From an optimization exercise on the open Yosys and OpenROAD flow, aimed at small area and a short achievable clock period; shortcuts taken in it are not production practice.
Function was checked by simulation only, so behaviour that the tests miss may differ from the original.

==> inputs of v2 <==
Design ComplexALU, start of the top module:
module ComplexALU (
    input             clk,
    input             reset,
    input             recoverFlag_i,
    input             valid_i,
    input      [7:0]  opcode_i,
    input      [31:0] data1_i,
    input      [31:0] data2_i,
    input      [5:0]  logDest_i,
    input      [6:0]  phyDest_i,
    input      [6:0]  alID_i,
    output reg        wbValid_o,
    output     [7:0]  wbFlags_o,
    output reg [31:0] wbData_o,
    output reg [5:0]  wbLogDest_o,
    output reg [6:0]  wbPhyDest_o,
    output reg [6:0]  wbAlID_o,
    output reg        toggleFlag_o
);
Settings: LEC_CHECK=0, ABC_AREA=1, CAP_MARGIN=20, CORE_MARGIN=2, CORE_UTILIZATION=50, PLACE_DENSITY=0.65, SLEW_MARGIN=20; clock period 190.0 ns.
run.sh (not shown) runs the stock make flow with config.mk's settings and CLKGATE_MAP_FILE= SYNTH_SCRIPT=/design/flow/synth_recipe.tcl, a recipe that flattens the netlist after the stock synthesis.
==> v7 (differences from v2) <==
--- a/flow/design.v
+++ b/flow/design.v
@@ -1776,17 +1776,25 @@
 assign c31[32] = (t31[31] & d_s3[31]) | (c31[31] & (t31[31] | d_s3[31]));
 wire nb31 = c31[32];
 wire qb31 = nb31;
 wire [31:0] r32 = qb31 ? d31 : t31;
 wire [31:0] qn4 = {q_s3, qb25, qb26, qb27, qb28, qb29, qb30, qb31};
 wire [31:0] qmag = qn4;
 wire [31:0] rmag = r32;
 wire [31:0] dres = c_s3[2] ? rmag : qmag;
-wire [31:0] dout = c_s3[1] ? (~dres + 32'd1) : dres;
+wire [31:0] dx = dres ^ {32{c_s3[1]}};
+wire [32:0] nc;
+wire [31:0] dout;
+assign nc[0] = c_s3[1];
+genvar gn;
+generate for (gn = 0; gn < 32; gn = gn + 1) begin : negc
+    assign dout[gn]   = dx[gn] ^ nc[gn];
+    assign nc[gn + 1] = dx[gn] & nc[gn];
+end endgenerate
 reg [2:0] rec_cnt;    
 always @(posedge clk) begin
     if (reset)
         rec_cnt <= 3'd0;
     else if (recoverFlag_i)
         rec_cnt <= 3'd6;
     else if (rec_cnt != 3'd0)
         rec_cnt <= rec_cnt - 3'd1;
==> impl_metrics.ini <==
[route]
wl_met1_mm = 79.1

[cells_and_area]
layout_common_cells = nand2_1 (1115), inv_1 (1091), fa_1 (944)
final_cells = 9131

[setup_path]
rr_worst_depth = 145

[status]
status = timing/DRC/antenna clean
-- figures above: v2

==> impl_metrics.ini <==
[cells_and_area]
multi_input_area_um2 = 47600
final_nets = 8788
layout_common_cells = nand2_1 (1169), fa_1 (945), inv_1 (930)
final_cells = 8921

[synthesis]
synthCells = 7260
yosys_warnings = 1

[route]
wl_met1_mm = 81.0

[setup_path]
crit_path_frequent_cell = nand2_1
rr_worst_depth = 200

[status]
status = timing/DRC/antenna clean
-- figures above: v7


* * *

==> juniper <==
ComplexALU, a different RTL version from the one above (not shown whole).
## ComplexALU
module ComplexALU (
    input             clk,
    input             reset,
    input             recoverFlag_i,
    input             valid_i,
    input      [7:0]  opcode_i,
    input      [31:0] data1_i,
    input      [31:0] data2_i,
    input      [5:0]  logDest_i,
    input      [6:0]  phyDest_i,
    input      [6:0]  alID_i,
    output reg        wbValid_o,
    output     [7:0]  wbFlags_o,
    output reg [31:0] wbData_o,
    output reg [5:0]  wbLogDest_o,
    output reg [6:0]  wbPhyDest_o,
    output reg [6:0]  wbAlID_o,
    output reg        toggleFlag_o
);
reg [31:0] a0, b0;
reg [4:0]  op0;       
reg        v0;
reg [19:0] f0;        
always @(posedge clk) begin
    a0  <= data1_i;
    b0  <= data2_i;
    op0 <= {opcode_i[6], opcode_i[4], opcode_i[2], opcode_i[1], opcode_i[0]};
    v0  <= valid_i;
    f0  <= {alID_i, phyDest_i, logDest_i};
end
wire is_md  = op0[3];               
wire is_sys = ~op0[4];              
wire is_tog = op0[4] & ~op0[3];     
wire is_mul = op0[3] & op0[2];
wire is_sgn = op0[1];
wire is_hi  = op0[0];
wire a_neg = is_sgn & a0[31];
wire b_neg = is_sgn & b0[31];
wire [31:0] amag = a_neg ? (~a0 + 32'd1) : a0;
wire [31:0] dn   = b_neg ? (b0 - 32'd1) : ~b0;    
wire [63:0] prod;
booth_mul mul (.ma({a_neg, a0}), .mb({b_neg, b0}), .p(prod));
wire [31:0] phalf = is_hi ? prod[63:32] : prod[31:0];
wire [5:0] c1_in;
assign c1_in[5] = is_tog;
assign c1_in[4] = is_sys;
assign c1_in[3] = is_mul;
assign c1_in[2] = is_hi;
assign c1_in[1] = ~is_mul & (is_hi ? a_neg : (a_neg ^ b_neg));
assign c1_in[0] = is_sys | (is_md & ~is_mul & (b0 == 32'd0));
wire [0:0] t0 = amag[31];
wire [1:0] c0;
wire [0:0] d0;
assign c0[0] = 1'b1;
assign d0[0] = t0[0] ^ dn[0] ^ c0[0];
  ...
Settings: LEC_CHECK=0, ABC_AREA=1, CAP_MARGIN=20, CORE_MARGIN=2, CORE_UTILIZATION=60, PLACE_DENSITY=0.7, SLEW_MARGIN=20; clock period 190.0 ns.
==> amber (differences from juniper) <==
Settings changed: CORE_UTILIZATION 60 to 45, PLACE_DENSITY 0.7 to 0.6.
==> results.txt <==
In amber the worst setup slack is lower than in juniper, by 0.0010 ns. Against juniper, the final cell count of amber is higher by 5.7%. Of juniper and amber, amber has the higher non-clock buffer count (gap 16). Clock-buffer cell count: amber is lower than juniper (3). Of juniper and amber, juniper has the higher via count (gap 2.6%, measured against amber). Of amber and juniper, juniper has the higher worst hold slack (gap 0.022 ns).
==> figures <==
|  | amber | juniper |
|---|---|---|
| Largest stage delay on the critical path | 0.54 ns | 0.55 ns |
| Outcome | finished clean | finished clean |
| Inserted Clock Buffers | 52 | 48 |
| Finished Cell Area | 70400 um2 | 69600 um2 |
| Row cnt | 139 | 120 |
| Effective utilization at floorplan | 45.4% | 60.7% |
| Die Outline Area | 148000 um2 | 111000 um2 |
| Final area over synthesized area | 1.081x | 1.068x |
| Number of fillers in the final layout | 13900 | 9222 |
| Wire length of the first global-routing pass | 338000 um | 338000 um |
| Number of nets in the layout | 9322 | 9302 |
| Endpoint of the most critical setup path | wbFlags_o[4] | wbPhyDest_o[1] |
| Minimum period implied by the final worst setup slack | 39.51 ns | 39.51 ns |
| Final worst clock skew | 0.0654 ns | 0.0156 ns |
| Worst slew slack as a fraction of its limit | 22.7% | 15.2% |

## re-timing with driven ports
No port has a modelled driver above. Below, the same layouts with a new extraction and two added sets of constraints. Step 1 assumes that a clkbuf_16 drives the clock port and a buf_2 every other input. Step 2, shift: input delay + t, output delay - t, t = (earliest + latest rising clock arrival at the registers) / 2. This alone moves slack from input paths to output paths. a / b / c = ideal ports / drivers / drivers and shift; a / b = the first two.
| run | shift t [ns] | slack for setup (ns) | hold WS [ns] | slew at the worst register clock pin (ns) | cell pins on the clock port's net |
|---|---|---|---|---|---|
| v2 | 0.719 | 150.484 / 150.410 / 151.060 | 0.313 / 0.313 / 0.313 | 0.08 / 0.08 | 1 |
| v7 | 0.740 | 149.877 / 149.877 / 149.877 | 0.259 / 0.259 / 0.259 | 0.07 / 0.07 | 1 |
| juniper | 0.720 | 150.490 / 150.413 / 151.051 | 0.320 / 0.320 / 0.320 | 0.07 / 0.07 | 1 |
| amber | 0.728 | 150.489 / 150.408 / 151.028 | 0.298 / 0.298 / 0.298 | 0.09 / 0.09 | 1 |
After both steps every run listed still meets setup and hold.
